Context: an optimization exercise on an open-source flow, tuned for small area. The choices shown serve that exercise and are no tape-out recipe. In this exercise RTL edits were held to simulation tests only and were not proved equivalent to the original. Power figures rest on the tool's default switching activity, not on a simulated workload.

==> inputs of 09-12 <==
## cpu
module cpu(
    input         clock,
    input         reset,
    output [31:0] address_imem,
    input  [31:0] q_imem,
    output [31:0] address_dmem,
    output [31:0] data,
    output        wren,
    input  [31:0] q_dmem,
    output        ctrl_writeEnable,
    output [4:0]  ctrl_writeReg,
    output [31:0] data_writeReg
);
    reg  [31:0] pc;           
    reg  [31:0] ir_d;         
    reg  [31:0] ir_x;         
    reg  [31:0] a_x, b_x;     
    reg  [31:0] o_m;          
    reg  [31:0] b_m;          
    reg  [4:0]  rd_m;         
    reg         m_sw, m_lw, m_jal, m_setx, m_chg, m_exc;
    reg  [31:0] w_val;        
    reg  [4:0]  w_rd;
    reg         w_we;
    reg         dly_mul, dly_div;
    reg         p_off;
    wire        pipe_on;
    wire        stall_ok;
    wire        fetch_en = pipe_on & stall_ok;
    wire [4:0] op_x   = ir_x[31:27];
    wire       r_x    = (op_x == 5'b00000);
    wire       addi_x = (op_x == 5'b00101);
    wire       sw_x   = (op_x == 5'b00111);
    wire       lw_x   = (op_x == 5'b01000);
    wire       jr_x   = (op_x == 5'b00100);
    wire       bne_x  = (op_x == 5'b00010);
    wire       blt_x  = (op_x == 5'b00110);
    wire       bex_x  = (op_x == 5'b10110);
    wire       jal_x  = (op_x == 5'b00011);
  ...
Settings: LEC_CHECK=0, CAP_MARGIN=20, CORE_MARGIN=2, CORE_UTILIZATION=40, SLEW_MARGIN=20; clock period 20.0 ns.
run.sh (not shown) runs the stock make flow with config.mk's settings and CLKGATE_MAP_FILE= SYNTH_SCRIPT=/design/flow/synth_recipe.tcl, a recipe that flattens the netlist after the stock synthesis.
==> 04-21: changes against 09-12 <==
--- a/flow/design.v
+++ b/flow/design.v
@@ -1,21 +1,41 @@
+module rca #(parameter W = 32) (
+    input  [W-1:0] a,
+    input  [W-1:0] b,
+    input          ci,
+    output [W-1:0] s,
+    output         co
+);
+    wire [W:0] c;
+    assign c[0] = ci;
+    genvar j;
+    generate
+        for (j = 0; j < W; j = j + 1) begin : FA
+            assign s[j]   = a[j] ^ b[j] ^ c[j];
+            assign c[j+1] = (a[j] & b[j]) | (c[j] & (a[j] ^ b[j]));
+        end
+    endgenerate
+    assign co = c[W];
+endmodule
 module alu (
     input  [31:0] a,
     input  [31:0] b,
     input  [4:0]  op,
     input  [4:0]  shamt,
     output reg [31:0] result,
     output        ne,
     output        lt,
     output        ovf
 );
     wire        sub = op[0];
     wire [31:0] bs  = sub ? ~b : b;
-    wire [31:0] sum = a + bs + {31'b0, sub};
+    wire [31:0] sum;
+    wire        co;
+    rca #(32) ADD(.a(a), .b(bs), .ci(sub), .s(sum), .co(co));
     assign ovf = (~a[31] & ~bs[31] & sum[31]) | (a[31] & bs[31] & ~sum[31]);
     assign lt  = sum[31] ^ ovf;
     assign ne  = |sum;
     wire        left = ~op[0];
     wire [31:0] ar;
     genvar i;
     generate
         for (i = 0; i < 32; i = i + 1) begin : REV
@@ -57,32 +77,26 @@
     output        ready
 );
     reg  [64:0] p;
     reg  [4:0]  cnt;
     reg         rdy;
     reg         mode;    
     wire zero   = (p[2:0] == 3'b000) | (p[2:0] == 3'b111);
     wire times2 = ~(p[1] ^ p[0]);
-    reg         xz, sub;
-    reg  [31:0] y;
-    always @* begin
-        if (start_div) begin
-            xz = 1'b1; y = a; sub = a[31];                   
-        end else if (mode) begin
-            xz = 1'b0; sub = p[2];
-            y = zero ? 32'b0 : (times2 ? {a[30:0], 1'b0} : a);
-        end else if (rdy) begin
-            xz = 1'b1; y = p[33:2]; sub = a[31] ^ b[31];     
-        end else begin
-            xz = 1'b0; y = b; sub = ~(p[64] ^ b[31]);        
-        end
-    end
-    wire [31:0] x = xz ? 32'b0 : p[64:33];
-    wire [31:0] sum = x + (sub ? ~y : y) + {31'b0, sub};
+    wire sel_a  = start_div | (~start_div & mode & ~zero & ~times2);
+    wire sel_a2 = ~start_div & mode & ~zero & times2;
+    wire sel_q  = ~start_div & ~mode & rdy;
+    wire sel_b  = ~start_div & ~mode & ~rdy;
+    wire xz     = start_div | sel_q;
+    wire sub    = start_div ? a[31] : mode ? p[2] : rdy ? (a[31] ^ b[31]) : ~(p[64] ^ b[31]);
+    wire [31:0] y = ({32{sel_a}} & a) | ({32{sel_a2}} & {a[30:0], 1'b0})
+                  | ({32{sel_q}} & p[33:2]) | ({32{sel_b}} & b);
+    wire [31:0] x = {32{~xz}} & p[64:33];
+    wire [31:0] sum = x + (y ^ {32{sub}}) + {31'b0, sub};
     always @(posedge clock) begin
         if (start_mul) begin
             p    <= {32'b0, b, 1'b0};
             cnt  <= 5'd16;
             mode <= 1'b1;
         end else if (start_div) begin
             p    <= {31'b0, sum, 2'b0};
             cnt  <= 5'd0;
@@ -102,53 +116,45 @@
 endmodule
 module regfile (
     input         clock,
     input         reset,
     input         we,
     input  [4:0]  wr,
     input  [31:0] wd,
     input  [4:0]  ra,
-    input  [4:0]  rb,
-    output [31:0] qa,
-    output [31:0] qb
+    output [31:0] q
 );
     reg  [31:1] vld;
-    wire [31:0] sel_a, sel_b;
+    wire [31:0] sel;
     wire [31:0] rf [0:31];
     assign rf[0] = 32'b0;
-    assign sel_a[0] = 1'b0;
-    assign sel_b[0] = 1'b0;
+    assign sel[0] = 1'b0;
     always @(posedge clock or posedge reset) begin
         if (reset) vld <= 31'b0;
         else if (we) vld[wr] <= 1'b1;
     end
     genvar i;
     generate
         for (i = 1; i < 32; i = i + 1) begin : R
             reg [31:0] q;
             always @(posedge clock)
                 if (we && wr == i) q <= wd;
             assign rf[i] = q;
-            assign sel_a[i] = (ra == i) & vld[i];
-            assign sel_b[i] = (rb == i) & vld[i];
+            assign sel[i] = (ra == i) & vld[i];
         end
     endgenerate
-    reg [31:0] oa, ob;
+    reg [31:0] o;
     integer k;
     always @* begin
-        oa = 32'b0;
-        ob = 32'b0;
-        for (k = 1; k < 32; k = k + 1) begin
-            oa = oa | ({32{sel_a[k]}} & rf[k]);
-            ob = ob | ({32{sel_b[k]}} & rf[k]);
-        end
+        o = 32'b0;
+        for (k = 1; k < 32; k = k + 1)
+            o = o | ({32{sel[k]}} & rf[k]);
     end
-    assign qa = oa;
-    assign qb = ob;
+    assign q = o;
 endmodule
 module cpu(
     input         clock,
     input         reset,
     output [31:0] address_imem,
     input  [31:0] q_imem,
     output [31:0] address_dmem,
     output [31:0] data,
@@ -166,16 +172,17 @@
     reg  [31:0] b_m;          
     reg  [4:0]  rd_m;         
     reg         m_sw, m_lw, m_jal, m_setx, m_chg, m_exc;
     reg  [31:0] w_val;        
     reg  [4:0]  w_rd;
     reg         w_we;
     reg         dly_mul, dly_div;
     reg         p_off;
+    reg         x_ok;
     wire        pipe_on;
     wire        stall_ok;
     wire        fetch_en = pipe_on & stall_ok;
     wire [4:0] op_x   = ir_x[31:27];
     wire       r_x    = (op_x == 5'b00000);
     wire       addi_x = (op_x == 5'b00101);
     wire       sw_x   = (op_x == 5'b00111);
     wire       lw_x   = (op_x == 5'b01000);
@@ -214,69 +221,93 @@
     wire [31:0] md_res;
     wire        md_exc, md_rdy;
     multdiv MD(.clock(clock), .a(alu_a), .b(alu_b), .start_mul(start_mul),
                .start_div(start_div), .result(md_res), .exception(md_exc), .ready(md_rdy));
     always @(posedge clock or posedge reset)
         if (reset) p_off <= 1'b0;
         else       p_off <= md_x & ~md_rdy;
     assign pipe_on = ~(p_off & ~md_rdy);
-    always @(negedge clock or posedge reset)
-        if (reset) begin
-            dly_mul <= 1'b0;
-            dly_div <= 1'b0;
-        end else begin
+    always @(negedge clock) begin
             dly_mul <= mul_x;
             dly_div <= div_x;
         end
     wire [31:0] x_res = md_x ? md_res : alu_res;
     wire add_ov  = alu_ovf & r_x & (aluop == 5'd0);
     wire addi_ov = alu_ovf & addi_x;
     wire sub_ov  = alu_ovf & r_x & (aluop == 5'd1);
     wire mul_ov  = md_exc & mul_x;
     wire div_ov  = md_exc & div_x;
     wire [2:0] code = {mul_ov | div_ov, addi_ov | sub_ov, add_ov | sub_ov | div_ov};
-    wire exc_x = add_ov | addi_ov | sub_ov | mul_ov | div_ov;
+    wire exc_x = (add_ov | addi_ov | sub_ov | mul_ov | div_ov) & x_ok;
     wire [17:0] imm_m1 = (jal_x ? 18'd0 : {ir_x[16], ir_x[16:0]}) - 18'd1;
-    wire [31:0] pcx    = pc + {{14{imm_m1[17]}}, imm_m1};    
+    wire [31:0] pcx;                                           
+    wire        pcx_co;
+    rca #(32) PCX(.a(pc), .b({{14{imm_m1[17]}}, imm_m1}), .ci(1'b0), .s(pcx), .co(pcx_co));
     wire        rs_lt  = ne & ~lt;
     wire        tk_b   = (blt_x & rs_lt) | (bne_x & ne);
     wire        sel1   = jr_x | tk_b;
     wire        sel0   = jj_x | tk_b | (bex_x & (|alu_a));
     wire        branch = sel1 | sel0;
     wire [31:0] pc_p1  = pc + 32'd1;
     wire [31:0] pc_in  = sel1 ? (sel0 ? pcx : alu_b) : (sel0 ? {5'b0, ir_x[26:0]} : pc_p1);
     wire [4:0] op_d = ir_d[31:27];
     wire [4:0] ra = (op_d == 5'b10110) ? 5'd30 : ir_d[21:17];
     wire       rd_as_b = (op_d == 5'b00111) | (op_d == 5'b00100) | (op_d == 5'b00010) | (op_d == 5'b00110);
     wire [4:0] rb = rd_as_b ? ir_d[26:22] : ir_d[16:12];
     wire       sw_d = (op_d == 5'b00111);
     wire       md_stall = (op_d == 5'b00000) & (ir_d[6:3] == 4'b0011) & md_x;
     wire       ld_stall = lw_x & ((ir_d[21:17] == rd_x) | (((ir_d[16:12] == rd_x) | (ir_d[26:22] == rd_x)) & ~sw_d));
     assign stall_ok = ~md_stall & ~ld_stall;
-    wire [31:0] rf_a, rf_b;
+    reg tp, tn;
+    always @(posedge clock or posedge reset)
+        if (reset) tp <= 1'b0;
+        else       tp <= ~tp;
+    always @(negedge clock or posedge reset)
+        if (reset) tn <= 1'b0;
+        else       tn <= tp;
+    wire phase = tp ^ tn;
+    wire [31:0] rf_q;
     regfile RF(.clock(clock), .reset(reset), .we(w_we), .wr(w_rd), .wd(w_val),
-               .ra(ra), .rb(rb), .qa(rf_a), .qb(rf_b));
+               .ra(phase ? rb : ra), .q(rf_q));
+    reg [31:0] a_d;
+    always @(posedge clock)
+        a_d <= (w_we & (w_rd == ra) & (ra != 5'b0)) ? w_val : rf_q;
     always @(negedge clock or posedge reset)
         if (reset) begin
-            pc   <= 32'b0;
-            ir_d <= 32'b0;
+            pc            <= 32'b0;
+            ir_d[31:22]   <= 10'b0;
+            ir_d[6:2]     <= 5'b0;
         end else if (fetch_en) begin
-            pc   <= pc_in;
-            ir_d <= branch ? 32'b0 : q_imem;
+            pc            <= pc_in;
+            ir_d[31:22]   <= branch ? 10'b0 : q_imem[31:22];
+            ir_d[6:2]     <= branch ? 5'b0 : q_imem[6:2];
         end
+    always @(negedge clock)
+        if (fetch_en) begin
+            ir_d[21:7]    <= branch ? 15'b0 : q_imem[21:7];
+            ir_d[1:0]     <= branch ? 2'b0 : q_imem[1:0];
+        end
+    wire kill_x = branch | ~stall_ok;
     always @(negedge clock or posedge reset)
         if (reset) begin
-            ir_x <= 32'b0;
-            a_x  <= 32'b0;
-            b_x  <= 32'b0;
+            ir_x[31:22]   <= 10'b0;
+            ir_x[6:2]     <= 5'b0;
+            x_ok          <= 1'b0;
         end else if (pipe_on) begin
-            ir_x <= (branch | ~stall_ok) ? 32'b0 : ir_d;
-            a_x  <= rf_a;
-            b_x  <= rf_b;
+            ir_x[31:22]   <= kill_x ? 10'b0 : ir_d[31:22];
+            ir_x[6:2]     <= kill_x ? 5'b0 : ir_d[6:2];
+            x_ok          <= 1'b1;
+        end
+    always @(negedge clock)
+        if (pipe_on) begin
+            ir_x[21:7]    <= kill_x ? 15'b0 : ir_d[21:7];
+            ir_x[1:0]     <= kill_x ? 2'b0 : ir_d[1:0];
+            a_x           <= a_d;
+            b_x           <= rf_q;
         end
     wire [4:0] op_mi = exc_x ? 5'b10101 : op_x;
     wire [4:0] rd_mi = exc_x ? 5'b0 : rd_x;
     wire chg_mi = ((op_mi == 5'b00000) | (op_mi == 5'b01000) | (op_mi == 5'b00101)) ? (rd_mi != 5'b0)
                 : ((op_mi == 5'b00011) | (op_mi == 5'b10101));
     always @(negedge clock or posedge reset)
         if (reset) begin
             m_sw <= 1'b0; m_lw <= 1'b0; m_jal <= 1'b0; m_setx <= 1'b0; m_chg <= 1'b0; m_exc <= 1'b0;
Settings changed: CORE_UTILIZATION 40 to 60, CTS_CLUSTER_DIAMETER set to 100, CTS_CLUSTER_SIZE set to 20.
==> qor summary <==
quantity	04-21	09-12
Met1 usage	0.6206	0.5029
Static Leak	0.02682 uW	0.03067 uW
Proportion of cell area spent on the clock network	0.04445	0.06703
Status	complete, no violations	complete, no violations
Pwr Density	202.6 mW/mm^2	192.0 mW/mm^2
Fraction of met2 tracks used by global routing	0.6891	0.5748
Most prevalent standard cell on the critical path	sky130_fd_sc_hd__fa_1	sky130_fd_sc_hd__a21oi_1
Total area of multi-input combinational cells	0.02420 sq mm	0.03038 sq mm
Final instance area	0.07422 sq mm	0.08280 sq mm
Worst vdd ir	197.8 uV	183.5 uV
Critical Path Sink	pc[28]	MD.p[32]
Worst slew pin tran	1.167 ns	1.229 ns
Reg-to-Reg Start	rd_m[3]	ir_x[29]
Number of buffers outside the clock class in the layout	452	462
Non-filler instance count after layout	7,191	8,989
Overall power	15,040 uW	15,900 uW
Internal power summed over all cells	7830 uW	8411 uW
Sequential share of the synthesized area	0.6137	0.5492
All-layer global routing usage	0.4668	0.4061
1st-pass router iterations	9	14
Final WS setup	0.6566 ns	1.673 ns
